From an optimization exercise on the open Yosys and OpenROAD flow, aimed at small area; shortcuts taken in it are not production practice.
The RTL was checked by simulation tests, not by an equivalence proof against the original design.
The clock port is modelled as an ideal driver; clocking choices that lean on that would not hold on a real chip.
Power is estimated from default activity; no workload was simulated.

File: design/flow/config.mk
export PLATFORM = sky130hd
export DESIGN_NAME = uart_burn_spi_flash
export DESIGN_NICKNAME = uart_burn_spi_flash
export VERILOG_FILES = /design/flow/design.v
export SDC_FILE = /design/flow/constraint.sdc
export NUM_CORES = 4
export LEC_CHECK = 0
export CAP_MARGIN = 20
export CORE_MARGIN = 2
export CORE_UTILIZATION = 40
export PLACE_DENSITY = 0.6
export SLEW_MARGIN = 20
export BUFFER_PORTS_ARGS = -buffer_cell sky130_fd_sc_hd__buf_1
export CTS_ARGS = -sink_clustering_enable -repair_clock_nets -dont_use_dummy_load -buf_list sky130_fd_sc_hd__clkbuf_8
File: design/flow/constraint.sdc
create_clock -name core_clock -period 5.0 [get_ports {clk}]
set_input_delay 1.0000 -clock core_clock [delete_from_list [all_inputs] [get_ports {clk}]]
set_output_delay 1.0000 -clock core_clock [all_outputs]
set_load 0.01 [all_outputs]
File: design/flow/design.v
module uart_burn_spi_flash (
input clk,rxd,rst ,
output txd,
input spi_miso,
output spi_mosi,spi_sck,
input [31:0]in32,
output reg [31:0] out32
);
localparam HDR = 3'b000, RST = 3'b001;
localparam C20 = 3'b010, C30 = 3'b011, C40 = 3'b101, C50 = 3'b110, C60 = 3'b111;
reg s1, s2;                                    
always @(posedge clk) begin s1 <= rxd; s2 <= s1; end
reg [2:0]  mode;
reg [1:0]  k;
reg        run;                                
reg [1:0]  g;                                  
reg [3:0]  q;                                  
reg [3:0]  n;                                  
reg [7:0]  sr;                                 
reg        txd_r, sck_r;
reg [15:0] cnt;                                
reg        bw;                                 
wire m20 = (mode == C20), m30 = (mode == C30), m40 = (mode == C40);
wire m50 = (mode == C50), m60 = (mode == C60), mhdr = (mode == HDR), mrst = (mode == RST);
wire txm  = m30 | (m40 & k[0]) | (m60 & k[1]);
wire rxm  = ~txm & ~mrst;
wire g3   = g[1] & ~g[0];
wire wrap = g3 & q[3];
wire ev   = run & wrap;
wire dbit = ev & n[3];
wire done = ev & (n[3:1] == 3'd0) & (n[0] == txm);
wire cnt0 = (cnt == 16'd0);
wire spi_act = run & ((~txm & (n == 4'd0) & ((m40 & ~k[0]) | (m50 & k[1]) | (m60 & k[0])))
                    | (m60 & (k == 2'd2) & (n == 4'd1)));
wire win  = spi_act & ~q[3];                   
wire dwin = ~q[3] & (q[2] ^ q[1]);
wire hmatch = (k == 2'd0) ? (sr == 8'h55) : (k == 2'd1) ? (sr == 8'haa) : (sr == 8'h5a);
wire cmdok  = (sr == 8'd20) | (sr == 8'd30) | (sr == 8'd40) | (sr == 8'd50) | (sr == 8'd60);
always @(posedge clk)
	if (!run) begin
		g <= 2'b10; q <= 4'd4; n <= 4'd7;
	end else begin
		g <= {g[0], ~g[1]};
		if (g3) q <= q[3] ? 4'd0 : q + 4'd1;
		if (wrap) n <= n + 4'd1;
	end
always @(posedge clk)
	if (rst) run <= 1'b0;
	else if (!run) run <= (rxm & ~s2) | txm;
	else if (done) run <= 1'b0;
always @(posedge clk)
	if (dbit) sr <= {s2, sr[7:1]};
	else if (win & g3) sr <= {sr[6:0], spi_miso};
	else if (ev & m30 & (n == 4'd7))
		case (k)
		2'd0: sr <= in32[31:24];
		2'd1: sr <= in32[23:16];
		2'd2: sr <= in32[15:8];
		default: sr <= in32[7:0];
		endcase
always @(posedge clk)
	if (!run) txd_r <= 1'b1;
	else if (ev & txm) txd_r <= n[3] ? sr[0] : ~n[2];
always @(posedge clk) sck_r <= win & g[0];
always @(posedge clk)
	if (dbit & (m50 | m60) & ~k[1]) cnt <= {s2, cnt[15:1]};
	else if (win) cnt <= {cnt[0] ^ (bw & dwin), cnt[15:1]};
always @(posedge clk) bw <= ~dwin | (bw & ~cnt[0]);
wire fill = rst | mrst;
always @(posedge clk)
	if (fill | (done & m20)) out32 <= {out32[23:0], sr | {8{fill}}};
wire to_hdr = mrst ? (k == 2'd2)
            : mhdr ? ((k == 2'd3) ? ~cmdok : ~hmatch)
            : m50  ? (k[1] & cnt0)
            : m60  ? (k == 2'd3)
            : m40  ? k[0]
            : (k == 2'd3);
always @(posedge clk)
	if (rst) begin
		mode <= RST; k <= 2'd0;
	end else if (mrst | done) begin
		if (to_hdr) begin
			mode <= HDR; k <= 2'd0;
		end else if (mhdr & (k == 2'd3)) begin
			mode <= sr[5:3]; k <= 2'd0;
		end else if (m60 & (k[1] ^ k[0]))
			k <= {1'b1, cnt0};
		else if (~(m50 & k[1]))
			k <= k + 2'd1;
	end
assign txd = txd_r;
assign spi_sck = sck_r;
assign spi_mosi = sr[7] | m60;
endmodule
File: design/flow/flow/run.sh
#!/bin/bash
# Layout flow: the standard synthesis, then the combinational logic
# between the registers is re-mapped by ABC with an area-oriented script
# (the registers, their names and cell types are kept as they are), then the
# standard ORFS layout (standard.sh) with the extra ORFS variables of
# flow/extra.mk: sky130_fd_sc_hd__buf_1 port buffers and a clock tree
# without dummy loads.
set -euo pipefail
cat flow/extra.mk >> config.mk
bash standard.sh synth > synth.log 2>&1
R=orfs/results/$FLOW_PLATFORM/uart_burn_spi_flash/base
LIB=$FLOW_HOME/platforms/$FLOW_PLATFORM/lib/sky130_fd_sc_hd__tt_025C_1v80.lib
YOSYS=$(command -v yosys || echo $FLOW_HOME/../tools/install/yosys/bin/yosys)
cp $R/1_2_yosys.v std_synth.v
python3 flow/mkmap.py $LIB > cellmap.v
DU=""
for c in probe_p_8 probec_p_8 lpflow_bleeder_1 lpflow_clkbufkapwr_1 lpflow_clkbufkapwr_16 \
  lpflow_clkbufkapwr_2 lpflow_clkbufkapwr_4 lpflow_clkbufkapwr_8 lpflow_clkinvkapwr_1 \
  lpflow_clkinvkapwr_16 lpflow_clkinvkapwr_2 lpflow_clkinvkapwr_4 lpflow_clkinvkapwr_8 \
  lpflow_decapkapwr_12 lpflow_decapkapwr_3 lpflow_decapkapwr_4 lpflow_decapkapwr_6 \
  lpflow_decapkapwr_8 lpflow_inputiso0n_1 lpflow_inputiso0p_1 lpflow_inputiso1n_1 \
  lpflow_inputiso1p_1 lpflow_inputisolatch_1 lpflow_isobufsrc_1 lpflow_isobufsrc_16 \
  lpflow_isobufsrc_2 lpflow_isobufsrc_4 lpflow_isobufsrc_8 lpflow_isobufsrckapwr_16 \
  lpflow_lsbuf_lh_hl_isowell_tap_1 lpflow_lsbuf_lh_hl_isowell_tap_2 \
  lpflow_lsbuf_lh_hl_isowell_tap_4 lpflow_lsbuf_lh_isowell_4 lpflow_lsbuf_lh_isowell_tap_1 \
  lpflow_lsbuf_lh_isowell_tap_2 lpflow_lsbuf_lh_isowell_tap_4; do
  DU="$DU -dont_use sky130_fd_sc_hd__$c"
done
cat > resyn.ys <<EOF
read_liberty -lib $LIB
read_verilog std_synth.v
hierarchy -top $FLOW_TOP
techmap -map cellmap.v
techmap
opt -purge
abc -script flow/resyn.abc -liberty $LIB $DU
opt_clean -purge
hilomap -singleton -hicell sky130_fd_sc_hd__conb_1 HI -locell sky130_fd_sc_hd__conb_1 LO
splitnets
opt_clean -purge
check -assert -mapped
stat -liberty $LIB
write_verilog -noattr -nohex -nodec resyn.v
EOF
$YOSYS -l resyn.log -s resyn.ys > /dev/null 2>&1
cp resyn.v $R/1_2_yosys.v
bash standard.sh > standard.log 2>&1
File: design/flow/flow/extra.mk
export BUFFER_PORTS_ARGS = -buffer_cell sky130_fd_sc_hd__buf_1
export CTS_ARGS = -sink_clustering_enable -repair_clock_nets -dont_use_dummy_load -buf_list sky130_fd_sc_hd__clkbuf_8
File: design/flow/flow/mkmap.py
# Writes a Yosys techmap file that turns every combinational cell of a
# liberty file into plain logic (its output pins' "function" attributes).
import re, sys
t = open(sys.argv[1]).read()
out = []
for m in re.finditer(r'\n\s*cell\s*\(\s*"?(\w+)"?\s*\)\s*\{', t):
    name = m.group(1); start = m.end(); d = 1; i = start
    while d > 0:
        c = t[i]
        if c == '{': d += 1
        elif c == '}': d -= 1
        i += 1
    body = t[start:i]
    if re.search(r'\b(ff|latch|statetable)\s*\(', body): continue
    pins = []
    for pm in re.finditer(r'\bpin\s*\(\s*"?(\w+)"?\s*\)\s*\{', body):
        pn = pm.group(1); s = pm.end(); d = 1; j = s
        while d > 0:
            c = body[j]
            if c == '{': d += 1
            elif c == '}': d -= 1
            j += 1
        pb = body[s:j]
        dr = re.search(r'direction\s*:\s*"?(\w+)"?', pb)
        fn = re.search(r'\bfunction\s*:\s*"([^"]*)"', pb)
        pins.append((pn, dr.group(1) if dr else None, fn.group(1) if fn else None))
    outs = [p for p in pins if p[1] == 'output']
    ins = [p for p in pins if p[1] == 'input']
    if not outs or not ins or any(p[2] is None for p in outs): continue
    s = "module %s(%s);\n" % (name, ', '.join([p[0] for p in ins] + [p[0] for p in outs]))
    for p in ins: s += "  input %s;\n" % p[0]
    for p in outs:
        f = p[2].replace('!', '~').replace('+', '|').replace('*', '&')
        f = re.sub(r'(\w)\s+(?=[\w(~])', r'\1 & ', f)
        s += "  output %s;\n  assign %s = %s;\n" % (p[0], p[0], f)
    out.append(s + "endmodule\n")
out.append("module sky130_fd_sc_hd__conb_1(HI, LO);\n  output HI; output LO;\n"
           "  assign HI = 1'b1; assign LO = 1'b0;\nendmodule\n")
sys.stdout.write(''.join(out))
File: design/flow/flow/resyn.abc
strash
&get -n
&deepsyn -I 20 -J 10
&put
dch -f
map -a
topo
mfs2
strash
dch -f
map -a
topo
mfs2
strash
dch -f
map -a
File: design/flow/standard.sh
#!/bin/bash
# synth_recipe.tcl (not shown) runs the flow's synth.tcl, then flattens the netlist and writes it again
# the make line also repeats each setting of config.mk as NAME=value (left out here)
make -C /OpenROAD-flow-scripts/flow DESIGN_CONFIG=/design/flow/config.mk WORK_HOME=/design/flow/orfs CLKGATE_MAP_FILE= SYNTH_SCRIPT=/design/flow/synth_recipe.tcl "${@:-finish}"
==> summary.txt, run 1 <==
status - complete, no violations
Vias/cell - 5.12
relative slew slack - 0.533
Synth Instances - 282
ratio of cells with drive above 1 in the final layout - 0.0331
DRC Markers - 0
Startpoint Class - register
Cell Area, Synth - 3090 sq um
Area Growth Syn to Fin - 17.1%
FF-to-FF End - sr[6]$_DFFE_PP_
FMAX - 376 MHz
Clock Path Buffers - 2
setup slack, reg-to-reg - 2.34 ns
Gate power share - 0.200
CP arrival - 2.63 ns
clk root buf - clkbuf_8
maximum net fanout on the critical path - 11
first drt pass iteration count - 5
placement row count - 32
hold path cells - 0
Fin Setup TNS - 0 ns
placed insts - 455
Reg-to-Reg Start - run$_SDFF_PP0_
fin. max-slew vios - 0
final instance area - 3620 sq um
Hold Vio Cnt, Final - 0
Initial DRC Count - 165
non-filler cells, final - 464
Int Power - 1010 uW
global-route wire length before repair - 10,200 um
Pleak - 0.00108 uW
largest net degree at the start of global routing - 33
Synthesized Nets - 318
worst hold start - s1$_DFF_P_
Post-CTS Hold Fix Bufs - 0
Die X - 92.0 um
clk_skew - 0.0116 ns
PwrDens - 385 nW/um^2
setup violators final - 0
Routed Antenna Nets - 0
CP Data Required Time - 4.97 ns
peak supply drop - 0.132 mV
Sw Ratio - 0.278
Num CTS Buffers - 9
Placed Area - 3500 sq um
Filler cells - 751
total setup buffers inserted after CTS - 0
H-Tree Depth - 3
register share of total power - 0.552
die area - 8450 sq um
Clock Sink Count - 77
worst skew pair latency - 0.34 ns
Initial Util - 0.407
Final Wtd Congestion - 0.946
Tcrit/Tclk final - 0.532
Total Wirelength - 6380 um
initial antenna violation count - 0
Psw - 387 uW
Syn Area/Cell - 11.0 sq um
port bufs - 70
Setup crit end kind - register
Chip Height - 92.0 um
wire per inst - 13.7 um
Worst Max-Slew Pin Slew - 0.697 ns
vias in the first global route - 2,164
number of antenna diodes - 0
gr ovfl total - 0
Hold EP - s2$_DFF_P_
Final #Nets - 400
Synth Warn # - 1
core area - 7610 sq um
TritonCTS clock tree - built
IO Pins - 71
Final min period - 2.66 ns
R2R cell count - 8
RSZ-0062 raised after global routing - false
Clock Pin Slew Worst Setup and Hold Paths - 0.07 ns
PostCTS Resize Cnt - 0
via count - 2,374
max_cap viols - 0
Hold Path Class - reg -> reg
clock power share - 0.248
CP Class - reg -> reg
DPL Wire Length - 4720 um
GRT Total Usage - 0.158
## how the worst max path moves through the flow
stage                               to                 start  slack [ns]  cells after the start
floorplan           out32[0]$_DFFE_PP_  mode[2]$_SDFFE_PP0P_        1.10                     10
global placement       sr[1]$_DFFE_PP_        run$_SDFF_PP0_        2.34                      8
detailed placement     sr[2]$_DFFE_PP_        run$_SDFF_PP0_        2.27                      8
CTS                    sr[1]$_DFFE_PP_        run$_SDFF_PP0_        2.22                      8
global route           sr[1]$_DFFE_PP_        run$_SDFF_PP0_        1.95                      9
finish                 sr[6]$_DFFE_PP_        run$_SDFF_PP0_        2.34                      8
## cell type report
type / count / area [sq um] / area share
Tap cell: 102 / 128 / 0.0352
Timing Repair Buffer: 71 / 270 / 0.0746
Clock buffer: 9 / 124 / 0.0342
Sequential cell: 77 / 2100 / 0.580
Inverter: 35 / 131 / 0.0362
Multi-Input combinational cell: 170 / 870 / 0.240
## critical path: stages (launching register included)
cell	delay, ns
dfxtp_1	0.37
clkinv_1	0.21
nor2_1	0.14
nand2_1	0.08
nor4_1	0.26
nand2_1	0.13
nor2_1	0.56
nor2_1	0.27
o31ai_2	0.26
## cells in the final DEF (no fill, tap or decap), drive strengths merged, types with 6 or more instances in the layout
| cell type | count |
|---|---|
| a21oi | 9 |
| buf | 71 |
| clkbuf | 9 |
| clkinv | 35 |
| dfxtp | 21 |
| edfxtp | 56 |
| nand2 | 41 |
| nand3 | 7 |
| nand4 | 6 |
| nor2 | 33 |
| nor3 | 7 |
| nor4 | 6 |
| o21ai | 21 |
| o22ai | 18 |
## registers in the layout (all words and copies together) (netlist names), 2 cells and up
signal  count
cnt        16
g           2
mode        3
q           4
k           2
n           4
out32      32
sr          8
## stage by stage
stage / utilization / power, uW / hold WS (ns) / worst slack, ns
after floorplan: - / 978 / 0.310 / 1.10
after global placement: 0.460 / 1060 / 0.312 / 2.34
after detailed placement: 0.460 / 1060 / 0.318 / 2.27
after CTS: 0.476 / 1400 / 0.333 / 2.22
after global routing: 0.476 / 1470 / 0.347 / 1.95
final: 0.476 / 1390 / 0.328 / 2.34
## power by group through the flow
stage | sequential (uW) | clock [uW] | combinational, uW
2_1_floorplan | 795 | 0 | 183
3_3_place_gp | 782 | 0 | 277
3_5_place_dp | 784 | 0 | 276
4_1_cts | 770 | 356 | 278
5_1_grt | 775 | 383 | 312
6_report | 770 | 345 | 280
## routing by layer
metal,part of all wire,track usage
met5,0,0
met4,0.023,0.107
met3,0.056,0.0337
met2,0.44,0.227
met1,0.49,0.215
==> run 2: changes to the inputs <==
--- a/design/flow/flow/run.sh
+++ b/design/flow/flow/run.sh
@@ -5,7 +5,8 @@
 # standard ORFS layout (standard.sh) with the extra ORFS variables of
 # flow/extra.mk: sky130_fd_sc_hd__buf_1 port buffers and a clock tree
-# without dummy loads.
+# built by flow/ctree.tcl.
 set -euo pipefail
 cat flow/extra.mk >> config.mk
+echo "export PRE_CTS_TCL = $PWD/flow/ctree.tcl" >> config.mk
 bash standard.sh synth > synth.log 2>&1
 R=orfs/results/$FLOW_PLATFORM/uart_burn_spi_flash/base
==> design/flow/flow/ctree.tcl (new file) <==
# Clock tree built by hand before CTS (run as PRE_CTS_TCL): the register
# clock pins are split into groups by k-means on their placement, each group
# gets one leaf buffer at its centroid, and one root buffer drives the leaves.
# clock_tree_synthesis then finds the clock already buffered and adds nothing.
# manual clock tree: k-means the register clock pins into NLEAF groups,
# one leaf buffer per group at its centroid, one root buffer at the centroid
# of the leaves.
proc build_clock_tree {nleaf leafcell rootcell} {
  set block [ord::get_db_block]
  set sinks {}
  foreach pin [get_pins -of_objects [get_nets clk]] {
    if {[get_property $pin direction] != "input"} continue
    set it [sta::sta_to_db_pin $pin]
    set inst [$it getInst]
    set bb [$inst getBBox]
    lappend sinks [list $pin [expr {([$bb xMin]+[$bb xMax])/2.0}] [expr {([$bb yMin]+[$bb yMax])/2.0}]]
  }
  # init centroids: spread along sorted x then y
  set n [llength $sinks]
  set srt [lsort -real -index 1 $sinks]
  set cents {}
  for {set i 0} {$i < $nleaf} {incr i} {
    set s [lindex $srt [expr {int(($i+0.5)*$n/$nleaf)}]]
    lappend cents [list [lindex $s 1] [lindex $s 2]]
  }
  for {set iter 0} {$iter < 50} {incr iter} {
    set groups {}
    for {set i 0} {$i < $nleaf} {incr i} { lappend groups {} }
    foreach s $sinks {
      set best 0; set bd 1e30
      for {set i 0} {$i < $nleaf} {incr i} {
        set c [lindex $cents $i]
        set d [expr {abs([lindex $s 1]-[lindex $c 0]) + abs([lindex $s 2]-[lindex $c 1])}]
        if {$d < $bd} { set bd $d; set best $i }
      }
      lset groups $best [concat [lindex $groups $best] [list $s]]
    }
    set cents {}
    foreach g $groups {
      set sx 0; set sy 0
      foreach s $g { set sx [expr {$sx+[lindex $s 1]}]; set sy [expr {$sy+[lindex $s 2]}] }
      set k [llength $g]; if {$k == 0} { set k 1 }
      lappend cents [list [expr {$sx/$k}] [expr {$sy/$k}]]
    }
  }
  set dbu [$block getDbUnitsPerMicron]
  set i 0
  set rx 0; set ry 0
  foreach g $groups c $cents {
    set pins {}
    foreach s $g {
      lappend pins [lindex $s 0]
    }
    insert_buffer -buffer_cell $leafcell -net clk -load_pins $pins -buffer_name clkleaf_$i -net_name clknet_leaf_$i \
      -location [list [expr {[lindex $c 0]/$dbu}] [expr {[lindex $c 1]/$dbu}]]
    puts "leaf $i: [llength $g] sinks"
    set rx [expr {$rx+[lindex $c 0]}]; set ry [expr {$ry+[lindex $c 1]}]
    incr i
  }
  insert_buffer -buffer_cell $rootcell -net clk -buffer_name clkroot -net_name clknet_root \
    -location [list [expr {$rx/$nleaf/$dbu}] [expr {$ry/$nleaf/$dbu}]]
}

build_clock_tree 5 sky130_fd_sc_hd__clkbuf_8 sky130_fd_sc_hd__clkbuf_4
==> design/flow/flow/extra.mk (replaced) <==
export BUFFER_PORTS_ARGS = -buffer_cell sky130_fd_sc_hd__buf_1
export CTS_ARGS = -clk_nets clk -dont_use_dummy_load
==> design/flow/config.mk (replaced) <==
export PLATFORM = sky130hd
export DESIGN_NAME = uart_burn_spi_flash
export DESIGN_NICKNAME = uart_burn_spi_flash
export VERILOG_FILES = /design/flow/design.v
export SDC_FILE = /design/flow/constraint.sdc
export NUM_CORES = 4
export LEC_CHECK = 0
export CAP_MARGIN = 20
export CORE_MARGIN = 2
export CORE_UTILIZATION = 70
export PLACE_DENSITY = 0.85
export SLEW_MARGIN = 20
export BUFFER_PORTS_ARGS = -buffer_cell sky130_fd_sc_hd__buf_1
export CTS_ARGS = -clk_nets clk -dont_use_dummy_load
export PRE_CTS_TCL = /design/flow/flow/ctree.tcl
==> summary.txt, run 2 <==
setup slack, reg-to-reg - 2.28 ns (-0.06 ns)
DRC Markers - 0 (unchanged)
FF-to-FF End - sr[0]$_DFFE_PP_
Area Growth Syn to Fin - 13.4%
Initial Util - 0.721 (+0.314)
multi-input combinational cell area - 865 sq um (-0.58%)
gr ovfl total - 0 (unchanged)
clk_skew - 0.0427 ns (+0.0311 ns)
Reg-to-Reg Start - k[1]$_SDFFE_PP0P_
fin. max-slew vios - 0 (unchanged)
port bufs - 70 (unchanged)
die area - 4970 sq um (-41%)
Cell Area, Synth - 3090 sq um (unchanged)
PwrDens - 378 nW/um^2 (-1.9%)
Post-Place Setup Slack - 2.35 ns (+0.0737 ns)
Clock Pin Slew Worst Setup and Hold Paths - 0.12 ns (+0.05 ns)
Initial DRC Count - 149 (-9.7%)
Syn Area/Cell - 11.0 sq um (unchanged)
ratio of cells with drive above 1 in the final layout - 0.0223 (-0.0109)
Routed Antenna Nets - 0 (unchanged)
Hold Path Class - reg -> reg
Vias/cell - 5.99 (+17%)
IO Pins - 71 (unchanged)
number of antenna diodes - 0 (unchanged)
Startpoint Class - register
largest register by flop count - out32
relative slew slack - 0.312 (-0.220)
total setup buffers inserted after CTS - 0 (unchanged)
status - complete, no violations
Tcrit/Tclk final - 0.543 (+0.0116)
worst skew pair latency - 0.41 ns (+0.07 ns)
vias in the first global route - 2,317 (+7.1%)
core area - 4290 sq um (-44%)
Final Wtd Congestion - 0.948 (+0.13%)
largest net degree at the start of global routing - 33 (unchanged)
Hold Slack - 0.334 ns (+0.00601 ns)
most common cell after layout, fill and taps aside - buf_1
CP Class - reg -> reg
first drt pass iteration count - 5 (unchanged)
Synth Instances - 282 (unchanged)
CP arrival - 2.76 ns (+0.13 ns)
final worst slack - 2.28 ns (-0.0579 ns)
Fin Setup TNS - 0 ns (unchanged)
hold path cells - 0 (unchanged)
global-route wire length before repair - 10,800 um (+5.8%)
initial antenna violation count - 0 (unchanged)
Worst Max-Slew Pin Slew - 1.02 ns (+0.326 ns)
worst hold start - s1$_DFF_P_
Largest regs - out32 (32), cnt (16), sr (8)
placement row count - 24 (-25%)
setup violators final - 0 (unchanged)
Die X - 70.5 um (-23%)
Final min period - 2.72 ns (+0.0579 ns)
Post-CTS Hold Fix Bufs - 0 (unchanged)
Final #Nets - 397 (-0.75%)
GRT Total Usage - 0.271 (+0.112)
Total Wirelength - 6660 um (+4.3%)
via count - 2,461 (+3.7%)
register area - 2100 sq um (unchanged)
FMAX - 368 MHz (-2.1%)
Synth Warn # - 1 (unchanged)
Synthesized Nets - 318 (unchanged)
RSZ-0062 raised after global routing - false
max_cap viols - 0 (unchanged)
Pleak - 0.00106 uW (-2.4%)
maximum net fanout on the critical path - 11 (unchanged)
CP Data Required Time - 5.04 ns (+0.07 ns)
max FFs per register - 32 (unchanged)
Chip Height - 70.5 um (-23%)
peak supply drop - 0.275 mV (+110%)
Hold EP - s2$_DFF_P_
Setup crit end kind - register
Hold Vio Cnt, Final - 0 (unchanged)
Filler cells - 230 (-69%)
commonest cells after routing, fill and taps aside - buf_1 (70), edfxtp_1 (56), nand2_1 (41)
DPL Wire Length - 4820 um (+2.1%)
PostCTS Resize Cnt - 0 (unchanged)
wire per inst - 16.2 um (+18%)
R2R cell count - 8 (unchanged)
[run 2: worst max-delay path by stage]
stage,start,end,slack (ns),depth (start not counted)
after floorplan,mode[2]$_SDFFE_PP0P_,out32[0]$_DFFE_PP_,1.10,10
after global placement,k[1]$_SDFFE_PP0P_,sr[0]$_DFFE_PP_,2.42,8
after detailed placement,k[1]$_SDFFE_PP0P_,sr[0]$_DFFE_PP_,2.35,8
after CTS,k[1]$_SDFFE_PP0P_,sr[0]$_DFFE_PP_,2.33,8
after global routing,k[1]$_SDFFE_PP0P_,sr[2]$_DFFE_PP_,1.95,8
final,k[1]$_SDFFE_PP0P_,sr[0]$_DFFE_PP_,2.28,8
[run 2: worst max-delay path, stage by stage (launching register included)]
cell and delay [ns]:
dfxtp_1 0.42, clkinv_1 0.23, nor2_1 0.20, a31oi_1 0.10
nor4_1 0.18, nand2_1 0.14, nor2_1 0.53, nor2_1 0.24
o31ai_1 0.33
[run 2: area by class of cell, without the clock buffers]
cell class | count | share of cell area
inverters | 35 | 0.0374
well taps | 52 | 0.0185
repair buffers | 71 | 0.0770
flip-flops and latches | 77 | 0.599
multi-input cells | 170 | 0.246
[run 2: where the power goes]
| part | switching (uW) | internal, uW |
|---|---|---|
| Sequential | 28.4 | 745 |
| Clock | 168 | 99.3 |
| Combinational | 184 | 101 |
| Total | 380 | 945 |
[run 2: metal layers]
metal / wire length [um] / vias to the layer above / global-route usage
met5: 0 / - / 0
met4: 218 / 0 / 0.0897
met3: 721 / 26 / 0.0375
met2: 3170 / 161 / 0.452
met1: 2550 / 1084 / 0.370
li1: - / 1190 / -
[run 2: metrics by stage]
stage	area (sq um)	power (uW)	util	cells
finish	3510	1320	0.817	411
global route	3510	1380	0.817	411
CTS	3510	1270	0.817	411
detailed placement	3430	1060	0.800	405
global placement	3430	1050	0.800	405
floorplan	3090	978	-	282
==> run 3: changes to the inputs <==
--- a/design/flow/config.mk
+++ b/design/flow/config.mk
@@ -8,6 +8,6 @@
 export CAP_MARGIN = 20
 export CORE_MARGIN = 2
-export CORE_UTILIZATION = 70
-export PLACE_DENSITY = 0.85
+export CORE_UTILIZATION = 40
+export PLACE_DENSITY = 0.6
 export SLEW_MARGIN = 20
 export BUFFER_PORTS_ARGS = -buffer_cell sky130_fd_sc_hd__buf_1
==> summary.txt, run 3 <==
status - complete, no violations
placement row count - 32 (+33%)
global-route wire length before repair - 9980 um (-7.2%)
Final #Nets - 397 (unchanged)
Startpoint Class - register
CP most frequent cell - nor2_1
FMAX - 380 MHz (+3.2%)
Tcrit/Tclk final - 0.527 (-0.0167)
Setup crit end kind - register
worst skew pair latency - 0.40 ns (about the same)
Largest regs - out32 (32), cnt (16), sr (8)
kind of cell adding the most delay to the critical path - simple AND/OR/NAND/NOR gates
Worst path slowest cell - nor2_1
Chip Height - 92.0 um (+30%)
gr ovfl total - 0 (unchanged)
CP Data Required Time - 5.03 ns (about the same)
port bufs - 70 (unchanged)
initial antenna violation count - 0 (unchanged)
Initial Util - 0.407 (-0.314)
PostCTS Resize Cnt - 0 (unchanged)
Final min period - 2.63 ns (-0.0835 ns)
sum of buffers and inverters on the critical path - 1 (unchanged)
setup violators final - 0 (unchanged)
RSZ-0062 raised after global routing - false
commonest cells after routing, fill and taps aside - buf_1 (70), edfxtp_1 (56), nand2_1 (41)
first drt pass iteration count - 5 (unchanged)
Synth Warn # - 1 (unchanged)
Fin Setup TNS - 0 ns (unchanged)
vias in the first global route - 2,128 (-8.2%)
most common cell after layout, fill and taps aside - buf_1
GRT Total Usage - 0.142 (-0.128)
peak supply drop - 0.124 mV (-55%)
Hold Vio Cnt, Final - 0 (unchanged)
Total Wirelength - 6250 um (-6.0%)
number of antenna diodes - 0 (unchanged)
Final Util - 0.470 (-0.347)
PwrDens - 367 nW/um^2 (-2.7%)
Hold Path Class - reg -> reg
worst hold start - s1$_DFF_P_
DRC Markers - 0 (unchanged)
ratio of cells with drive above 1 in the final layout - 0.0251 (+0.00279)
core area - 7610 sq um (+77%)
Synth Instances - 282 (unchanged)
max FFs per register - 32 (unchanged)
largest net degree at the start of global routing - 33 (unchanged)
Area Growth Syn to Fin - 15.6%
Final Wtd Congestion - 0.946 (-0.13%)
Syn Area/Cell - 11.0 sq um (unchanged)
maximum net fanout on the critical path - 11 (unchanged)
CP Class - reg -> reg
relative slew slack - 0.530 (+0.218)
Vias/cell - 5.05 (-16%)
Worst Max-Slew Pin Slew - 0.701 ns (-0.322 ns)
CP arrival - 2.67 ns (-0.09 ns)
Die X - 92.0 um (+30%)
via count - 2,329 (-5.4%)
placed insts - 455 (+12%)
total setup buffers inserted after CTS - 0 (unchanged)
Cell Area, Synth - 3090 sq um (unchanged)
crit-path cells - clkinv_1 > nor2_1 > a31oi_1 > nor4_1 > nand2_1 > nor2_1 > nor2_1 > o31ai_2
final instance area - 3580 sq um (+1.9%)
Placed Area - 3500 sq um (+1.8%)
Clock Pin Slew Worst Setup and Hold Paths - 0.09 ns (-0.03 ns)
register area - 2100 sq um (unchanged)
fin. max-slew vios - 0 (unchanged)
Filler cells - 742 (+220%)
largest register by flop count - out32
Post-CTS Hold Fix Bufs - 0 (unchanged)
Routed Antenna Nets - 0 (unchanged)
Reg-to-Reg Start - k[1]$_SDFFE_PP0P_
DPL Wire Length - 4720 um (-2.0%)
IO Pins - 71 (unchanged)
Worst path max stage delay - 0.55 ns (+0.02 ns)
die area - 8450 sq um (+70%)
Initial DRC Count - 169 (+13%)
Critical Path Source - k[1]$_SDFFE_PP0P_
non-filler cells, final - 461 (+12%)
clk_skew - 0.0253 ns (-0.0174 ns)
wire per inst - 13.6 um (-16%)
Pleak - 0.00106 uW (+0.16%)
max_cap viols - 0 (unchanged)
Synthesized Nets - 318 (unchanged)
multi-input combinational cell area - 870 sq um (+0.58%)
-- run 3: metrics by stage --
stage	hold slack, ns	setup WS (ns)	total power [uW]
final	0.332	2.37	1310
after detailed placement	0.318	2.27	1060
after floorplan	0.310	1.10	978
after global routing	0.350	1.98	1390
after global placement	0.312	2.34	1060
after CTS	0.318	2.24	1270
-- run 3: path summary, 6_finish.rpt --
| check | cells after the start | end | slack [ns] |
|---|---|---|---|
| worst min register to register | 0 | s2$_DFF_P_ | 0.33 |
| worst max-delay path | 8 | sr[6]$_DFFE_PP_ | 2.37 |
| worst max register to register | 8 | sr[6]$_DFFE_PP_ | 2.37 |
| worst min-delay path | 0 | s2$_DFF_P_ | 0.33 |
-- run 3: power by group --
group          internal (uW)  total [uW]  switching (uW)
clock                   99.1         267             168
sequential               745         769            24.0
combinational            101         278             176
total                    945        1310             368
-- run 3: layout make-up, without the clock buffers --
class | instances | area share
timing repair buffer | 71 | 0.0756
multi-input combinational | 170 | 0.243
inverter | 35 | 0.0367
sequential | 77 | 0.588
tap | 102 | 0.0357
-- run 3: routing by layer --
metal	global-route usage	routed length, um
met1	0.211	2970
met2	0.227	2760
met3	0.0140	379
met4	0.0361	143
met5	0	0
==> run 4: changes to the inputs <==
--- a/design/flow/design.v
+++ b/design/flow/design.v
@@ -13,5 +13,4 @@
 reg [2:0]  mode;
 reg [1:0]  k;
-reg        run;                                
 reg [1:0]  g;                                  
 reg [3:0]  q;                                  
@@ -25,4 +24,5 @@
 wire txm  = m30 | (m40 & k[0]) | (m60 & k[1]);
 wire rxm  = ~txm & ~mrst;
+wire run  = (n != 4'd6);                       
 wire g3   = g[1] & ~g[0];
 wire wrap = g3 & q[3];
@@ -39,14 +39,14 @@
 always @(posedge clk)
 	if (!run) begin
-		g <= 2'b10; q <= 4'd4; n <= 4'd7;
+		g <= 2'b10; q <= 4'd4;
 	end else begin
 		g <= {g[0], ~g[1]};
 		if (g3) q <= q[3] ? 4'd0 : q + 4'd1;
-		if (wrap) n <= n + 4'd1;
 	end
 always @(posedge clk)
-	if (rst) run <= 1'b0;
-	else if (!run) run <= (rxm & ~s2) | txm;
-	else if (done) run <= 1'b0;
+	if (rst) n <= 4'd6;
+	else if (!run) n <= {3'b011, (rxm & ~s2) | txm};
+	else if (done) n <= 4'd6;
+	else if (wrap) n <= n + 4'd1;
 always @(posedge clk)
 	if (dbit) sr <= {s2, sr[7:1]};
==> summary.txt, run 4 <==
CP arrival - 3.37 ns (+0.70 ns)
DPL Wire Length - 4990 um (+5.7%)
Final #Nets - 412 (+3.8%)
largest register by flop count - out32
Hold Slack - 0.329 ns (-0.00218 ns)
Pleak - 0.00108 uW (+1.6%)
ratio of cells with drive above 1 in the final layout - 0.0214 (-0.00368)
Vias/cell - 5.02 (-0.57%)
PostCTS Resize Cnt - 0 (unchanged)
clk_skew - 0.0457 ns (+0.0204 ns)
placement row count - 32 (unchanged)
max FFs per register - 32 (unchanged)
DRC Markers - 0 (unchanged)
Worst Max-Slew Pin Slew - 0.845 ns (+0.145 ns)
Final Wtd Congestion - 0.858 (-9.3%)
commonest cells after routing, fill and taps aside - buf_1 (70), edfxtp_1 (56), nor2_1 (45)
Startpoint Class - register
Routed Antenna Nets - 0 (unchanged)
Area Growth Syn to Fin - 15.3%
Largest regs - out32 (32), cnt (16), sr (8)
Total Wirelength - 6570 um (+5.0%)
gr ovfl total - 0 (unchanged)
Final min period - 3.32 ns (+0.683 ns)
DR top layer - met4
relative slew slack - 0.432 (-0.0979)
initial antenna violation count - 0 (unchanged)
Initial DRC Count - 85 (-50%)
CP Class - reg -> reg
IO Pins - 71 (unchanged)
Cell Area, Synth - 3120 sq um (+0.77%)
port bufs - 70 (unchanged)
fin. max-slew vios - 0 (unchanged)
Chip Height - 92.3 um (+0.37%)
setup violators final - 0 (unchanged)
Synthesized Nets - 333 (+4.7%)
Tcrit/Tclk final - 0.663 (+0.137)
first drt pass iteration count - 4 (-1)
RSZ-0062 raised after global routing - false
Clock Pin Slew Worst Setup and Hold Paths - 0.07 ns (-0.02 ns)
CP Data Required Time - 5.05 ns (+0.02 ns)
number of antenna diodes - 0 (unchanged)
Die X - 92.3 um (+0.37%)
most common cell after layout, fill and taps aside - buf_1
maximum net fanout on the critical path - 14 (+3)
core area - 7650 sq um (+0.53%)
FMAX - 302 MHz (-21%)
Synth Warn # - 1 (unchanged)
via count - 2,391 (+2.7%)
status - complete, no violations
Synth Instances - 297 (+5.3%)
Filler cells - 741 (-0.13%)
wire per inst - 13.8 um (+1.7%)
max_cap viols - 0 (unchanged)
GRT Total Usage - 0.150 (+0.00769)
crit-path cells - clkinv_1 > nor2_1 > clkinv_1 > a32oi_1 > nand4_1 > nor3_1 > nor2_1 > nand2_1
vias in the first global route - 2,153 (+1.2%)
wire length on met2 - 2970 um (+7.5%)
die area - 8520 sq um (+0.74%)
metal3 WL - 395 um (+4.2%)
peak supply drop - 0.143 mV (+16%)
largest net degree at the start of global routing - 33 (unchanged)
Hold Vio Cnt, Final - 0 (unchanged)
Setup crit end kind - register
total setup buffers inserted after CTS - 0 (unchanged)
Hold Path Class - reg -> reg
M1 WL - 3060 um (+3.1%)
Worst path max stage delay - 0.69 ns (+0.14 ns)
PwrDens - 372 nW/um^2 (+1.4%)
Initial Util - 0.408 (+0.000979)
Syn Area/Cell - 10.5 sq um (-4.3%)
Worst path slowest cell - nor3_1
global-route wire length before repair - 10,600 um (+5.8%)
Fin Setup TNS - 0 ns (unchanged)
worst skew pair latency - 0.42 ns (+0.02 ns)
Post-CTS Hold Fix Bufs - 0 (unchanged)
==> run 4: area by class of cell, without the clock buffers <==
cell class | instances | area [sq um] | share of cell area
inverters | 40 | 150 | 0.0418
multi-input cells | 181 | 890 | 0.247
flip-flops and latches | 76 | 2080 | 0.579
well taps | 102 | 128 | 0.0355
repair buffers | 71 | 270 | 0.0752
==> run 4: stage by stage <==
step                      cell area (sq um)   util  power [uW]  instances  setup slack (ns)
after detailed placement               3520  0.460        1080        470              1.67
after global placement                 3520  0.460        1080        470              1.82
after floorplan                        3120      -         991        297             0.722
final                                  3600  0.470        1340        476              1.68
after global routing                   3600  0.470        1420        476              1.25
after CTS                              3600  0.470        1280        476              1.66
==> run 4: where the power goes <==
group,total (uW),internal [uW],switching (uW)
logic,281,99.5,182
clock network,277,99.4,177
registers,781,742,39.0
==> run 4: per-layer routing <==
metal,up-vias,track usage
li1,1225,-
met4,0,0.0398
met5,-,0
met1,1065,0.215
met2,90,0.243
met3,11,0.0195
==> run 4: critical path: cells and delay by family (launching register included) <==
kind                   cells  cell delay (ns)
and+or+nand+nor            5             1.62
DFF                        1             0.59
buffers and inverters      2             0.49
AOI/OAI and AO/OA          1             0.28
==> run 4: worst paths after layout <==
| kind | from | to | slack (ns) | cells after the start |
|---|---|---|---|---|
| setup / recovery | k[0]$_SDFFE_PP0P_ | sr[1]$_DFFE_PP_ | 1.68 | 8 |
| hold / removal | s1$_DFF_P_ | s2$_DFF_P_ | 0.33 | 0 |
| setup reg to reg | k[0]$_SDFFE_PP0P_ | sr[1]$_DFFE_PP_ | 1.68 | 8 |
| hold reg to reg | s1$_DFF_P_ | s2$_DFF_P_ | 0.33 | 0 |
==> run 5: changes to the inputs <==
--- a/design/flow/design.v
+++ b/design/flow/design.v
@@ -16,5 +16,7 @@
 reg [3:0]  q;                                  
 reg [3:0]  n;                                  
-reg [7:0]  sr;                                 
+reg [7:0]  srx;                                
+localparam [7:0] SRP = 8'b11111111;            
+wire [7:0] sr = srx ^ SRP;                     
 reg        txd_r, sck_r;
 reg [15:0] cnt;                                
@@ -50,12 +52,12 @@
 	else if (wrap) n <= n + 4'd1;
 always @(posedge clk)
-	if (dbit) sr <= {s2, sr[7:1]};
-	else if (win & g3) sr <= {sr[6:0], spi_miso};
+	if (dbit) srx <= {s2, sr[7:1]} ^ SRP;
+	else if (win & g3) srx <= {sr[6:0], spi_miso} ^ SRP;
 	else if (ev & m30 & (n == 4'd7))
 		case (k)
-		2'd0: sr <= in32[31:24];
-		2'd1: sr <= in32[23:16];
-		2'd2: sr <= in32[15:8];
-		default: sr <= in32[7:0];
+		2'd0: srx <= in32[31:24] ^ SRP;
+		2'd1: srx <= in32[23:16] ^ SRP;
+		2'd2: srx <= in32[15:8] ^ SRP;
+		default: srx <= in32[7:0] ^ SRP;
 		endcase
 always @(posedge clk)
--- a/design/flow/flow/run.sh
+++ b/design/flow/flow/run.sh
@@ -1,5 +1,5 @@
 #!/bin/bash
 # Layout flow: the standard synthesis, then the combinational logic
-# between the registers is re-mapped by ABC with an area-oriented script
+# between the registers is re-mapped by ABC with area-oriented scripts
 # (the registers, their names and cell types are kept as they are), then the
 # standard ORFS layout (standard.sh) with the extra ORFS variables of
@@ -28,5 +28,8 @@
   DU="$DU -dont_use sky130_fd_sc_hd__$c"
 done
-cat > resyn.ys <<EOF
+# three ABC scripts; the smallest result is used
+best=""; besta=""
+for scr in resyn resyn2 resyn3; do
+cat > $scr.ys <<EOF
 read_liberty -lib $LIB
 read_verilog std_synth.v
@@ -35,5 +38,5 @@
 techmap
 opt -purge
-abc -script flow/resyn.abc -liberty $LIB $DU
+abc -script flow/$scr.abc -liberty $LIB $DU
 opt_clean -purge
 hilomap -singleton -hicell sky130_fd_sc_hd__conb_1 HI -locell sky130_fd_sc_hd__conb_1 LO
@@ -42,7 +45,13 @@
 check -assert -mapped
 stat -liberty $LIB
-write_verilog -noattr -nohex -nodec resyn.v
+write_verilog -noattr -nohex -nodec $scr.v
 EOF
-$YOSYS -l resyn.log -s resyn.ys > /dev/null 2>&1
-cp resyn.v $R/1_2_yosys.v
+  if $YOSYS -l $scr.log -s $scr.ys > /dev/null 2>&1; then
+    a=$(grep "Chip area" $scr.log | tail -1 | awk '{print $NF}')
+    echo "$scr: $a" >> resyn_choice.log
+    if [ -z "$besta" ] || python3 -c "import sys; sys.exit(0 if $a < $besta else 1)"; then best=$scr; besta=$a; fi
+  fi
+done
+echo "using $best" >> resyn_choice.log
+if [ -n "$best" ]; then cp $best.v $R/1_2_yosys.v; fi
 bash standard.sh > standard.log 2>&1
==> design/flow/flow/ctree.tcl (replaced) <==
# Clock tree built by hand before CTS (run as PRE_CTS_TCL): the register clock
# pins are split into NLEAF groups of at most CAP pins by a capacity-limited
# k-means on their placement; each group gets one leaf buffer at its
# centroid, sized to the smallest of LEAF_CELLS whose register clock pins see
# a slew under SLEW_LIMIT with placement parasitics; one root buffer drives
# the leaves.  clock_tree_synthesis (CTS_ARGS -clk_nets clk) then finds the
# clock already buffered and adds nothing.
set NLEAF 5
set CAP 17
set LEAF_CELLS {sky130_fd_sc_hd__clkbuf_4 sky130_fd_sc_hd__clkbuf_8 sky130_fd_sc_hd__clkbuf_16}
set ROOT_CELL sky130_fd_sc_hd__clkbuf_4
set SLEW_LIMIT 0.115

proc clock_sinks {} {
  set sinks {}
  foreach pin [get_pins -of_objects [get_nets clk]] {
    if {[get_property $pin direction] != "input"} continue
    set bb [[[sta::sta_to_db_pin $pin] getInst] getBBox]
    lappend sinks [list $pin [expr {([$bb xMin]+[$bb xMax])/2.0}] [expr {([$bb yMin]+[$bb yMax])/2.0}]]
  }
  return $sinks
}

proc cluster {sinks nleaf cap} {
  set n [llength $sinks]
  set srt [lsort -real -index 1 $sinks]
  set cents {}
  for {set i 0} {$i < $nleaf} {incr i} {
    set s [lindex $srt [expr {int(($i+0.5)*$n/$nleaf)}]]
    lappend cents [list [lindex $s 1] [lindex $s 2]]
  }
  for {set iter 0} {$iter < 40} {incr iter} {
    set pairs {}
    for {set j 0} {$j < $n} {incr j} {
      set s [lindex $sinks $j]
      for {set i 0} {$i < $nleaf} {incr i} {
        set c [lindex $cents $i]
        lappend pairs [list $j $i [expr {abs([lindex $s 1]-[lindex $c 0]) + abs([lindex $s 2]-[lindex $c 1])}]]
      }
    }
    set assign [lrepeat $n -1]
    set fill [lrepeat $nleaf 0]
    foreach p [lsort -real -index 2 $pairs] {
      lassign $p j i d
      if {[lindex $assign $j] >= 0 || [lindex $fill $i] >= $cap} continue
      lset assign $j $i
      lset fill $i [expr {[lindex $fill $i] + 1}]
    }
    set groups [lrepeat $nleaf {}]
    for {set j 0} {$j < $n} {incr j} {
      set i [lindex $assign $j]
      lset groups $i [concat [lindex $groups $i] [list [lindex $sinks $j]]]
    }
    set cents {}
    foreach g $groups {
      set sx 0; set sy 0
      foreach s $g { set sx [expr {$sx+[lindex $s 1]}]; set sy [expr {$sy+[lindex $s 2]}] }
      set k [llength $g]; if {$k == 0} { set k 1 }
      lappend cents [list [expr {$sx/$k}] [expr {$sy/$k}]]
    }
  }
  return [list $groups $cents]
}

proc worst_sink_slew {inst} {
  set worst 0
  set net [get_nets -of_objects [get_pins -of_objects $inst -filter "direction == output"]]
  foreach p [get_pins -of_objects $net] {
    if {[get_property $p direction] != "input"} continue
    set s [get_property $p slew_max]
    if {$s > $worst} { set worst $s }
  }
  return $worst
}

proc build_clock_tree {} {
  global NLEAF CAP LEAF_CELLS ROOT_CELL SLEW_LIMIT
  set dbu [[ord::get_db_block] getDbUnitsPerMicron]
  lassign [cluster [clock_sinks] $NLEAF $CAP] groups cents
  set rx 0; set ry 0; set i 0
  foreach g $groups c $cents {
    set pins {}
    foreach s $g { lappend pins [lindex $s 0] }
    insert_buffer -buffer_cell [lindex $LEAF_CELLS end] -net clk -load_pins $pins \
      -buffer_name clkleaf_$i -net_name clknet_leaf_$i \
      -location [list [expr {[lindex $c 0]/$dbu}] [expr {[lindex $c 1]/$dbu}]]
    puts "clock leaf $i: [llength $g] sinks"
    set rx [expr {$rx+[lindex $c 0]}]; set ry [expr {$ry+[lindex $c 1]}]
    incr i
  }
  insert_buffer -buffer_cell $ROOT_CELL -net clk -buffer_name clkroot -net_name clknet_root \
    -location [list [expr {$rx/$NLEAF/$dbu}] [expr {$ry/$NLEAF/$dbu}]]
  set_propagated_clock [all_clocks]
  foreach inst [get_cells clkleaf_*] {
    foreach cell $LEAF_CELLS {
      replace_cell $inst $cell
      estimate_parasitics -placement
      set w [worst_sink_slew $inst]
      if {$w <= $SLEW_LIMIT} break
    }
    puts "clock leaf [get_full_name $inst]: $cell, worst register clock slew $w"
  }
  unset_propagated_clock [all_clocks]
}

build_clock_tree
==> design/flow/flow/resyn2.abc (new file) <==
strash
&get -n
&deepsyn -I 40 -J 20
&put
dch -f
map -a
topo
mfs2
strash
dch -f
map -a
topo
mfs2
strash
dch -f
map -a
==> design/flow/flow/resyn3.abc (new file) <==
strash
dch -f
map -a
topo
mfs2
strash
dch -f
map -a
topo
mfs2
strash
dch -f
map -a
==> summary.txt, run 5 <==
placed insts - 447 (-4.9%)
Initial Util - 0.418 (+0.0101)
Final Wtd Congestion - 0.880 (+2.6%)
Exit stage - 4_1_cts
IO Pins - 71 (unchanged)
Die X - 91.5 um (-0.85%)
Stop Error - Error: cts.tcl, 6 can't read "NLEAF": no such variable
port bufs - 70 (unchanged)
DPL Wire Length - 4860 um (-2.6%)
Cell Area, Synth - 3060 sq um (-1.8%)
status - aborted with a tool error
Chip Height - 91.5 um (-0.85%)
Synth Warn # - 1 (unchanged)
placement row count - 31 (-3.1%)
Synthesized Nets - 313 (-6.0%)
Synth Instances - 277 (-6.7%)
Syn Area/Cell - 11.1 sq um (+5.3%)
## run 5: worst min-delay path by stage
stage                          start          to  slack [ns]  depth (start not counted)
after floorplan           s1$_DFF_P_  s2$_DFF_P_        0.31                          0
after detailed placement  s1$_DFF_P_  s2$_DFF_P_        0.32                          0
after global placement    s1$_DFF_P_  s2$_DFF_P_        0.31                          0
## run 5: metrics by stage
stage               hold slack (ns)   util  instance area, sq um  total power [uW]  setup WS [ns]
detailed placement            0.321  0.474                  3480              1060           1.97
global placement              0.314  0.474                  3480              1060           2.00
floorplan                     0.310      -                  3070               969           1.46
## run 5: power groups by stage
stage / clock network [uW] / registers, uW / logic, uW
after floorplan: 0 / 793 / 176
after global placement: 0 / 783 / 274
after detailed placement: 0 / 784 / 273
==> run 6: changes to the inputs <==
--- a/design/flow/flow/run.sh
+++ b/design/flow/flow/run.sh
@@ -28,7 +28,7 @@
   DU="$DU -dont_use sky130_fd_sc_hd__$c"
 done
-# three ABC scripts; the smallest result is used
+# two ABC scripts; the smallest result is used
 best=""; besta=""
-for scr in resyn resyn2 resyn3; do
+for scr in resyn resyn3; do
 cat > $scr.ys <<EOF
 read_liberty -lib $LIB
--- a/design/flow/flow/ctree.tcl
+++ b/design/flow/flow/ctree.tcl
@@ -6,9 +6,9 @@
 # the leaves.  clock_tree_synthesis (CTS_ARGS -clk_nets clk) then finds the
 # clock already buffered and adds nothing.
-set NLEAF 5
-set CAP 17
-set LEAF_CELLS {sky130_fd_sc_hd__clkbuf_4 sky130_fd_sc_hd__clkbuf_8 sky130_fd_sc_hd__clkbuf_16}
-set ROOT_CELL sky130_fd_sc_hd__clkbuf_4
-set SLEW_LIMIT 0.115
+set ::ctree_NLEAF 5
+set ::ctree_CAP 17
+set ::ctree_LEAF_CELLS {sky130_fd_sc_hd__clkbuf_4 sky130_fd_sc_hd__clkbuf_8 sky130_fd_sc_hd__clkbuf_16}
+set ::ctree_ROOT_CELL sky130_fd_sc_hd__clkbuf_4
+set ::ctree_SLEW_LIMIT 0.115
 
 proc clock_sinks {} {
@@ -75,12 +75,11 @@
 
 proc build_clock_tree {} {
-  global NLEAF CAP LEAF_CELLS ROOT_CELL SLEW_LIMIT
   set dbu [[ord::get_db_block] getDbUnitsPerMicron]
-  lassign [cluster [clock_sinks] $NLEAF $CAP] groups cents
+  lassign [cluster [clock_sinks] $::ctree_NLEAF $::ctree_CAP] groups cents
   set rx 0; set ry 0; set i 0
   foreach g $groups c $cents {
     set pins {}
     foreach s $g { lappend pins [lindex $s 0] }
-    insert_buffer -buffer_cell [lindex $LEAF_CELLS end] -net clk -load_pins $pins \
+    insert_buffer -buffer_cell [lindex $::ctree_LEAF_CELLS end] -net clk -load_pins $pins \
       -buffer_name clkleaf_$i -net_name clknet_leaf_$i \
       -location [list [expr {[lindex $c 0]/$dbu}] [expr {[lindex $c 1]/$dbu}]]
@@ -89,13 +88,13 @@
     incr i
   }
-  insert_buffer -buffer_cell $ROOT_CELL -net clk -buffer_name clkroot -net_name clknet_root \
-    -location [list [expr {$rx/$NLEAF/$dbu}] [expr {$ry/$NLEAF/$dbu}]]
+  insert_buffer -buffer_cell $::ctree_ROOT_CELL -net clk -buffer_name clkroot -net_name clknet_root \
+    -location [list [expr {$rx/$::ctree_NLEAF/$dbu}] [expr {$ry/$::ctree_NLEAF/$dbu}]]
   set_propagated_clock [all_clocks]
   foreach inst [get_cells clkleaf_*] {
-    foreach cell $LEAF_CELLS {
+    foreach cell $::ctree_LEAF_CELLS {
       replace_cell $inst $cell
       estimate_parasitics -placement
       set w [worst_sink_slew $inst]
-      if {$w <= $SLEW_LIMIT} break
+      if {$w <= $::ctree_SLEW_LIMIT} break
     }
     puts "clock leaf [get_full_name $inst]: $cell, worst register clock slew $w"
--- a/design/flow/config.mk
+++ b/design/flow/config.mk
@@ -6,9 +6,9 @@
 export NUM_CORES = 4
 export LEC_CHECK = 0
-export CAP_MARGIN = 20
+export CAP_MARGIN = 0
 export CORE_MARGIN = 2
-export CORE_UTILIZATION = 40
-export PLACE_DENSITY = 0.6
-export SLEW_MARGIN = 20
+export CORE_UTILIZATION = 55
+export PLACE_DENSITY = 0.7
+export SLEW_MARGIN = 0
 export BUFFER_PORTS_ARGS = -buffer_cell sky130_fd_sc_hd__buf_1
 export CTS_ARGS = -clk_nets clk -dont_use_dummy_load
removed: design/flow/flow/resyn2.abc
==> summary.txt, run 6 <==
status - complete, no violations
Chip Height - 78.6 um (-14%)
largest register by flop count - out32
global-route wire length before repair - 9630 um
gr ovfl total - 0
Filler cells - 448
commonest cells after routing, fill and taps aside - buf_1 (70), edfxtp_1 (56), nor2_1 (40)
sum of buffers and inverters on the critical path - 2
Setup crit end kind - register
CP arrival - 3.13 ns
clock power share - 0.205
placement row count - 27 (-13%)
Hold Slack - 0.333 ns
Sw Ratio - 0.288
non-filler cells, final - 426
Psw - 378 uW
register share of total power - 0.587
setup violators final - 0
fin. max-slew vios - 0
Fin Setup TNS - 0 ns
total setup buffers inserted after CTS - 0
Int Power - 933 uW
Worst Max-Slew Pin Slew - 0.674 ns
Final min period - 3.05 ns
Pleak - 0.00105 uW
IO Pins - 71 (unchanged)
CP Data Required Time - 5.08 ns
relative slew slack - 0.549
peak supply drop - 0.268 mV
via count - 2,300
worst skew pair latency - 0.40 ns
largest net degree at the start of global routing - 33
Initial Util - 0.563 (+0.145)
DRC Markers - 0
Largest regs - out32 (32), cnt (16), srx (8)
Cell Area, Synth - 3060 sq um (unchanged)
Worst path max stage delay - 0.49 ns
Synthesized Nets - 313 (unchanged)
port bufs - 70 (unchanged)
Final #Nets - 392
Synth Warn # - 1 (unchanged)
PostCTS Resize Cnt - 0
most common cell after layout, fill and taps aside - buf_1
placed insts - 420 (-6.0%)
maximum net fanout on the critical path - 9
initial antenna violation count - 0
final instance area - 3520 sq um
Startpoint Class - register
DPL Wire Length - 4460 um (-8.2%)
Clock Pin Slew Worst Setup and Hold Paths - 0.10 ns
clk_skew - 0.0204 ns
Area Growth Syn to Fin - 14.9%
Syn Area/Cell - 11.1 sq um (unchanged)
Final Wtd Congestion - 0.889 (+0.98%)
FMAX - 327 MHz
Tcrit/Tclk final - 0.611
Worst path slowest cell - dfxtp_1
core area - 5440 sq um
kind of cell adding the most delay to the critical path - simple AND/OR/NAND/NOR gates
Post-CTS Hold Fix Bufs - 0
vias in the first global route - 2,077
PwrDens - 373 nW/um^2
Hold Vio Cnt, Final - 0
Gate power share - 0.209
Placed Area - 3440 sq um (-0.97%)
Vias/cell - 5.40
Routed Antenna Nets - 0
die area - 6180 sq um
Synth Instances - 277 (unchanged)
max_cap viols - 0
GRT Total Usage - 0.190
ratio of cells with drive above 1 in the final layout - 0.0226
Die X - 78.6 um (-14%)
Hold Path Class - reg -> reg
wire per inst - 14.0 um
RSZ-0062 raised after global routing - false
max FFs per register - 32
crit-path cells - clkinv_1 > nor4_1 > clkinv_1 > a21oi_1 > a31oi_1 > nor3_1 > nand2_1 > nor2_1 > nor2_1 > nand2_1
Total Wirelength - 5950 um
CP Class - reg -> reg
first drt pass iteration count - 4
number of antenna diodes - 0
Initial DRC Count - 119
==> run 6: metrics by stage <==
step | setup slack, ns | util | total power, uW
finish | 1.95 | 0.647 | 1310
global route | 1.40 | 0.647 | 1390
CTS | 1.96 | 0.647 | 1260
detailed placement | 1.99 | 0.633 | 1050
global placement | 2.05 | 0.633 | 1050
floorplan | 1.46 | - | 969
==> run 6: power groups by stage <==
stage               Combinational (uW)  Sequential [uW]  Clock (uW)
floorplan                          176              793           0
global placement                   270              782           0
detailed placement                 271              784           0
CTS                                272              784         205
global route                       312              777         300
finish                             273              770         268
==> run 6: layout make-up, without the clock buffers <==
class                      count  area (sq um)  area share
timing repair buffer          71           270      0.0768
tap                           72          90.1      0.0256
multi-input combinational    166           868       0.247
inverter                      35           131      0.0373
sequential                    76          2080       0.592
==> run 6: final timing paths <==
| kind | from | endpoint | slack, ns | cells after the start |
|---|---|---|---|---|
| worst max-delay path | mode[2]$_SDFFE_PP0P_ | srx[4]$_DFFE_PP_ | 1.95 | 10 |
| worst min-delay path | s1$_DFF_P_ | s2$_DFF_P_ | 0.33 | 0 |
| worst max register to register | mode[2]$_SDFFE_PP0P_ | srx[4]$_DFFE_PP_ | 1.95 | 10 |
| worst min register to register | s1$_DFF_P_ | s2$_DFF_P_ | 0.33 | 0 |
==> run 6: worst register-to-register path, stage by stage, from the launching register on <==
cell      delay (ns)
dfxtp_1         0.49
clkinv_1        0.17
nor4_1          0.39
clkinv_1        0.20
a21oi_1         0.16
a31oi_1         0.05
nor3_1          0.14
nand2_1         0.11
nor2_1          0.46
nor2_1          0.23
nand2_1         0.32
==> run 6: routing by layer <==
layer / GRT usage / share of wire / routed length [um]
met2: 0.315 / 0.45 / 2660
met1: 0.281 / 0.47 / 2800
met4: 0.0246 / 0.0099 / 59
met3: 0.0230 / 0.073 / 432
met5: 0 / 0 / 0
==> run 7: changes to the inputs <==
--- a/design/flow/config.mk
+++ b/design/flow/config.mk
@@ -8,6 +8,6 @@
 export CAP_MARGIN = 0
 export CORE_MARGIN = 2
-export CORE_UTILIZATION = 55
-export PLACE_DENSITY = 0.7
+export CORE_UTILIZATION = 40
+export PLACE_DENSITY = 0.6
 export SLEW_MARGIN = 0
 export BUFFER_PORTS_ARGS = -buffer_cell sky130_fd_sc_hd__buf_1
==> summary.txt, run 7 <==
final instance area - 3550 sq um (+0.96%)
first drt pass iteration count - 5 (+1)
total setup buffers inserted after CTS - 0 (unchanged)
clk_skew - 0.0151 ns (-0.00528 ns)
Final min period - 3.09 ns (+0.0391 ns)
peak supply drop - 0.162 mV (-40%)
Initial DRC Count - 168 (+41%)
initial antenna violation count - 0 (unchanged)
Vias/cell - 5.19 (-3.9%)
core area - 7330 sq um (+35%)
Area Growth Syn to Fin - 16.0%
GRT Total Usage - 0.156 (-0.0348)
Chip Height - 91.5 um (+16%)
Reg-to-Reg Start - mode[1]$_SDFFE_PP0P_
Synth Instances - 277 (unchanged)
via count - 2,350 (+2.2%)
vias in the first global route - 2,243 (+8.0%)
Placed Area - 3480 sq um (+0.98%)
CP arrival - 3.16 ns (+0.03 ns)
port bufs - 70 (unchanged)
setup slack, reg-to-reg - 1.91 ns (-0.04 ns)
R2R cell count - 10 (unchanged)
Die X - 91.5 um (+16%)
Setup crit end kind - register
FF-to-FF End - srx[0]$_DFFE_PP_
Post-Place Setup Slack - 1.97 ns (-0.0174 ns)
most common cell after layout, fill and taps aside - buf_1
Tcrit/Tclk final - 0.619 (+0.00781)
ratio of cells with drive above 1 in the final layout - 0.0226 (unchanged)
wire per inst - 14.6 um (+4.3%)
die area - 8370 sq um (+35%)
Pleak - 0.00105 uW (unchanged)
Post-CTS Hold Fix Bufs - 0 (unchanged)
worst skew pair latency - 0.40 ns (about the same)
DPL Wire Length - 4860 um (+9.0%)
Clock Pin Slew Worst Setup and Hold Paths - 0.10 ns (about the same)
fin. max-slew vios - 0 (unchanged)
Hold Vio Cnt, Final - 0 (unchanged)
relative slew slack - 0.546 (-0.00333)
IO Pins - 71 (unchanged)
setup violators final - 0 (unchanged)
Routed Antenna Nets - 0 (unchanged)
Cell Area, Synth - 3060 sq um (unchanged)
status - complete, no violations
Hold Path Class - reg -> reg
Largest regs - out32 (32), cnt (16), srx (8)
number of antenna diodes - 0 (unchanged)
Worst Max-Slew Pin Slew - 0.679 ns (+0.00498 ns)
commonest cells after routing, fill and taps aside - buf_1 (70), edfxtp_1 (56), nor2_1 (40)
Worst path slowest cell - nor2_1
largest register by flop count - out32
Worst Setup EP - srx[0]$_DFFE_PP_
Initial Util - 0.418 (-0.145)
Final Power - 1320 uW (+0.81%)
Synth Warn # - 1 (unchanged)
kind of cell adding the most delay to the critical path - simple AND/OR/NAND/NOR gates
Worst path max stage delay - 0.49 ns (about the same)
Startpoint Class - register
RSZ-0062 raised after global routing - false
Final Wtd Congestion - 0.880 (-0.97%)
CP Data Required Time - 5.06 ns (-0.02 ns)
gr ovfl total - 0 (unchanged)
max FFs per register - 32 (unchanged)
Total Wirelength - 6600 um (+11%)
max_cap viols - 0 (unchanged)
Stages on worst setup path - 10 (unchanged)
Fin Setup TNS - 0 ns (unchanged)
PwrDens - 372 nW/um^2 (-0.15%)
Synthesized Nets - 313 (unchanged)
FMAX - 323 MHz (-1.3%)
Final #Nets - 392 (unchanged)
sum of buffers and inverters on the critical path - 2 (unchanged)
crit-path cells - clkinv_1 > nor4_1 > clkinv_1 > a21oi_1 > a31oi_1 > nor3_1 > nand2_1 > nor2_1 > nor2_1 > nand2_1
global-route wire length before repair - 10,800 um (+13%)
final worst slack - 1.91 ns (-0.0391 ns)
maximum net fanout on the critical path - 9 (unchanged)
Critical Path Source - mode[1]$_SDFFE_PP0P_
Syn Area/Cell - 11.1 sq um (unchanged)
placement row count - 31 (+15%)
PostCTS Resize Cnt - 0 (unchanged)
DRC Markers - 0 (unchanged)
largest net degree at the start of global routing - 33 (unchanged)
CP Class - reg -> reg
[run 7: final cells by class, without the clock buffers]
cell class                 instances  area (sq um)
fill                             705          3780
sequential                        76          2080
multi-input combinational        166           868
timing repair buffer              71           270
inverter                          35           131
tap                               99           124
[run 7: metrics by stage]
step	utilization	cells	hold WS, ns
after floorplan	-	277	0.310
after global placement	0.474	447	0.314
after detailed placement	0.474	447	0.321
after CTS	0.485	453	0.321
after global routing	0.485	453	0.353
final	0.485	453	0.340
[run 7: per-layer routing]
| metal | GRT usage | routed length [um] |
|---|---|---|
| met1 | 0.228 | 3240 |
| met2 | 0.249 | 2800 |
| met4 | 0.0366 | 142 |
| met3 | 0.0166 | 415 |
| met5 | 0 | 0 |
[run 7: where the power goes]
group | switching (uW) | leakage [uW] | internal, uW | total, uW
combinational | 181 | 0.000377 | 95.0 | 276
sequential | 30.4 | 0.000636 | 739 | 770
clock | 177 | 0.0000406 | 99.4 | 277
total | 389 | 0.00105 | 933 | 1320
[run 7: how the worst min path moves through the flow]
stage | from | to | slack [ns] | cells after the start
after floorplan | s1$_DFF_P_ | s2$_DFF_P_ | 0.31 | 0
after global placement | s1$_DFF_P_ | s2$_DFF_P_ | 0.31 | 0
after detailed placement | s1$_DFF_P_ | s2$_DFF_P_ | 0.32 | 0
after CTS | s1$_DFF_P_ | s2$_DFF_P_ | 0.32 | 0
after global routing | s1$_DFF_P_ | s2$_DFF_P_ | 0.35 | 0
final | s1$_DFF_P_ | s2$_DFF_P_ | 0.34 | 0
[run 7: worst register-to-register path: cells and delay by family (launching register included)]
family          cells  cell delay [ns]
simple gates        6             1.76
compound gates      2             0.23
flops               1             0.40
buf+inv             2             0.37
==> run 8: changes to the inputs <==
--- a/design/flow/config.mk
+++ b/design/flow/config.mk
@@ -6,9 +6,9 @@
 export NUM_CORES = 4
 export LEC_CHECK = 0
-export CAP_MARGIN = 0
+export CAP_MARGIN = 20
 export CORE_MARGIN = 2
 export CORE_UTILIZATION = 40
 export PLACE_DENSITY = 0.6
-export SLEW_MARGIN = 0
+export SLEW_MARGIN = 20
 export BUFFER_PORTS_ARGS = -buffer_cell sky130_fd_sc_hd__buf_1
 export CTS_ARGS = -clk_nets clk -dont_use_dummy_load
==> summary.txt, run 8 <==
status - complete, no violations
Largest regs - out32 (32), cnt (16), srx (8)
Chip Height - 91.5 um (unchanged)
Vias/cell - 5.19 (unchanged)
DPL Wire Length - 4860 um (unchanged)
Routed Antenna Nets - 0 (unchanged)
Tcrit/Tclk final - 0.619 (unchanged)
worst skew pair latency - 0.40 ns (about the same)
first drt pass iteration count - 5 (unchanged)
clk_skew - 0.0151 ns (unchanged)
relative slew slack - 0.546 (unchanged)
Gate power share - 0.209 (about the same)
Pleak - 0.00105 uW (unchanged)
vias in the first global route - 2,243 (unchanged)
core area - 7330 sq um (unchanged)
Hold Path Class - reg -> reg
Sw Ratio - 0.294 (unchanged)
Fin Setup TNS - 0 ns (unchanged)
max_cap viols - 0 (unchanged)
via count - 2,350 (unchanged)
port bufs - 70 (unchanged)
ratio of cells with drive above 1 in the final layout - 0.0226 (unchanged)
CP Data Required Time - 5.06 ns (about the same)
PwrDens - 372 nW/um^2 (unchanged)
Setup crit end kind - register
largest net degree at the start of global routing - 33 (unchanged)
Clock Pin Slew Worst Setup and Hold Paths - 0.10 ns (about the same)
Final min period - 3.09 ns (unchanged)
max FFs per register - 32 (unchanged)
Synthesized Nets - 313 (unchanged)
Synth Warn # - 1 (unchanged)
register share of total power - 0.582 (about the same)
commonest cells after routing, fill and taps aside - buf_1 (70), edfxtp_1 (56), nor2_1 (40)
Post-Place Setup Slack - 1.97 ns (unchanged)
global-route wire length before repair - 10,800 um (unchanged)
RSZ-0062 raised after global routing - false
Syn Area/Cell - 11.1 sq um (unchanged)
largest register by flop count - out32
wire per inst - 14.6 um (unchanged)
die area - 8370 sq um (unchanged)
CP Class - reg -> reg
Final Wtd Congestion - 0.880 (unchanged)
fin. max-slew vios - 0 (unchanged)
number of antenna diodes - 0 (unchanged)
Hold Vio Cnt, Final - 0 (unchanged)
IO Pins - 71 (unchanged)
Placed Area - 3480 sq um (unchanged)
final instance area - 3550 sq um (unchanged)
Area Growth Syn to Fin - 16.0% (unchanged)
most common cell after layout, fill and taps aside - buf_1
GRT Total Usage - 0.156 (unchanged)
CP arrival - 3.16 ns (about the same)
Total Wirelength - 6600 um (unchanged)
maximum net fanout on the critical path - 9 (unchanged)
setup violators final - 0 (unchanged)
gr ovfl total - 0 (unchanged)
Synth Instances - 277 (unchanged)
Cell Area, Synth - 3060 sq um (unchanged)
total setup buffers inserted after CTS - 0 (unchanged)
FMAX - 323 MHz (unchanged)
DRC Markers - 0 (unchanged)
Final #Nets - 392 (unchanged)
Post-CTS Hold Fix Bufs - 0 (unchanged)
Hold Slack - 0.340 ns (unchanged)
Int Power - 933 uW (unchanged)
clock power share - 0.209 (about the same)
final worst slack - 1.91 ns (unchanged)
placement row count - 31 (unchanged)
PostCTS Resize Cnt - 0 (unchanged)
Worst Max-Slew Pin Slew - 0.679 ns (unchanged)
Psw - 389 uW (unchanged)
initial antenna violation count - 0 (unchanged)
Die X - 91.5 um (unchanged)
peak supply drop - 0.162 mV (unchanged)
Initial DRC Count - 168 (unchanged)
Filler cells - 705 (unchanged)
Initial Util - 0.418 (unchanged)
Startpoint Class - register
## run 8: cell counts in the layout (fill, tap and decap cells not counted)
No cell type changed its count.
## run 8: path summary, 6_finish.rpt
path              slack [ns]          endpoint            startpoint  depth (start not counted)
setup / recovery        1.91  srx[0]$_DFFE_PP_  mode[1]$_SDFFE_PP0P_                         10
hold / removal          0.34        s2$_DFF_P_            s1$_DFF_P_                          0
setup reg to reg        1.91  srx[0]$_DFFE_PP_  mode[1]$_SDFFE_PP0P_                         10
hold reg to reg         0.34        s2$_DFF_P_            s1$_DFF_P_                          0
## run 8: per-stage QoR
| step | utilization | power [uW] | cells |
|---|---|---|---|
| after floorplan | - | 969 | 277 |
| after global placement | 0.474 | 1060 | 447 |
| after detailed placement | 0.474 | 1060 | 447 |
| after CTS | 0.485 | 1260 | 453 |
| after global routing | 0.485 | 1400 | 453 |
| final | 0.485 | 1320 | 453 |
## run 8: worst max-delay path, cell delays in order, from the launching register on
cell	delay, ns
dfxtp_1	0.40
clkinv_1	0.18
nor4_1	0.43
clkinv_1	0.19
a21oi_1	0.17
a31oi_1	0.06
nor3_1	0.14
nand2_1	0.11
nor2_1	0.49
nor2_1	0.24
nand2_1	0.35
## run 8: power groups by stage
stage                     Clock [uW]  Sequential [uW]  Combinational (uW)
final                            277              770                 276
after global routing             310              776                 315
after CTS                        205              784                 275
after detailed placement           0              784                 273
after global placement             0              783                 274
after floorplan                    0              793                 176
## run 8: layout make-up, without the clock buffers
type,count,area (sq um),share of cell area
flip-flops and latches,76,2080,0.586
multi-input cells,166,868,0.244
repair buffers,71,270,0.0761
inverters,35,131,0.0370
well taps,99,124,0.0349
## run 8: layer usage
layer / track usage / up-vias / routed length [um]
met5: 0 / - / 0
met4: 0.0366 / 0 / 142
li1: - / 1172 / -
met2: 0.249 / 81 / 2800
met3: 0.0166 / 14 / 415
met1: 0.228 / 1083 / 3240
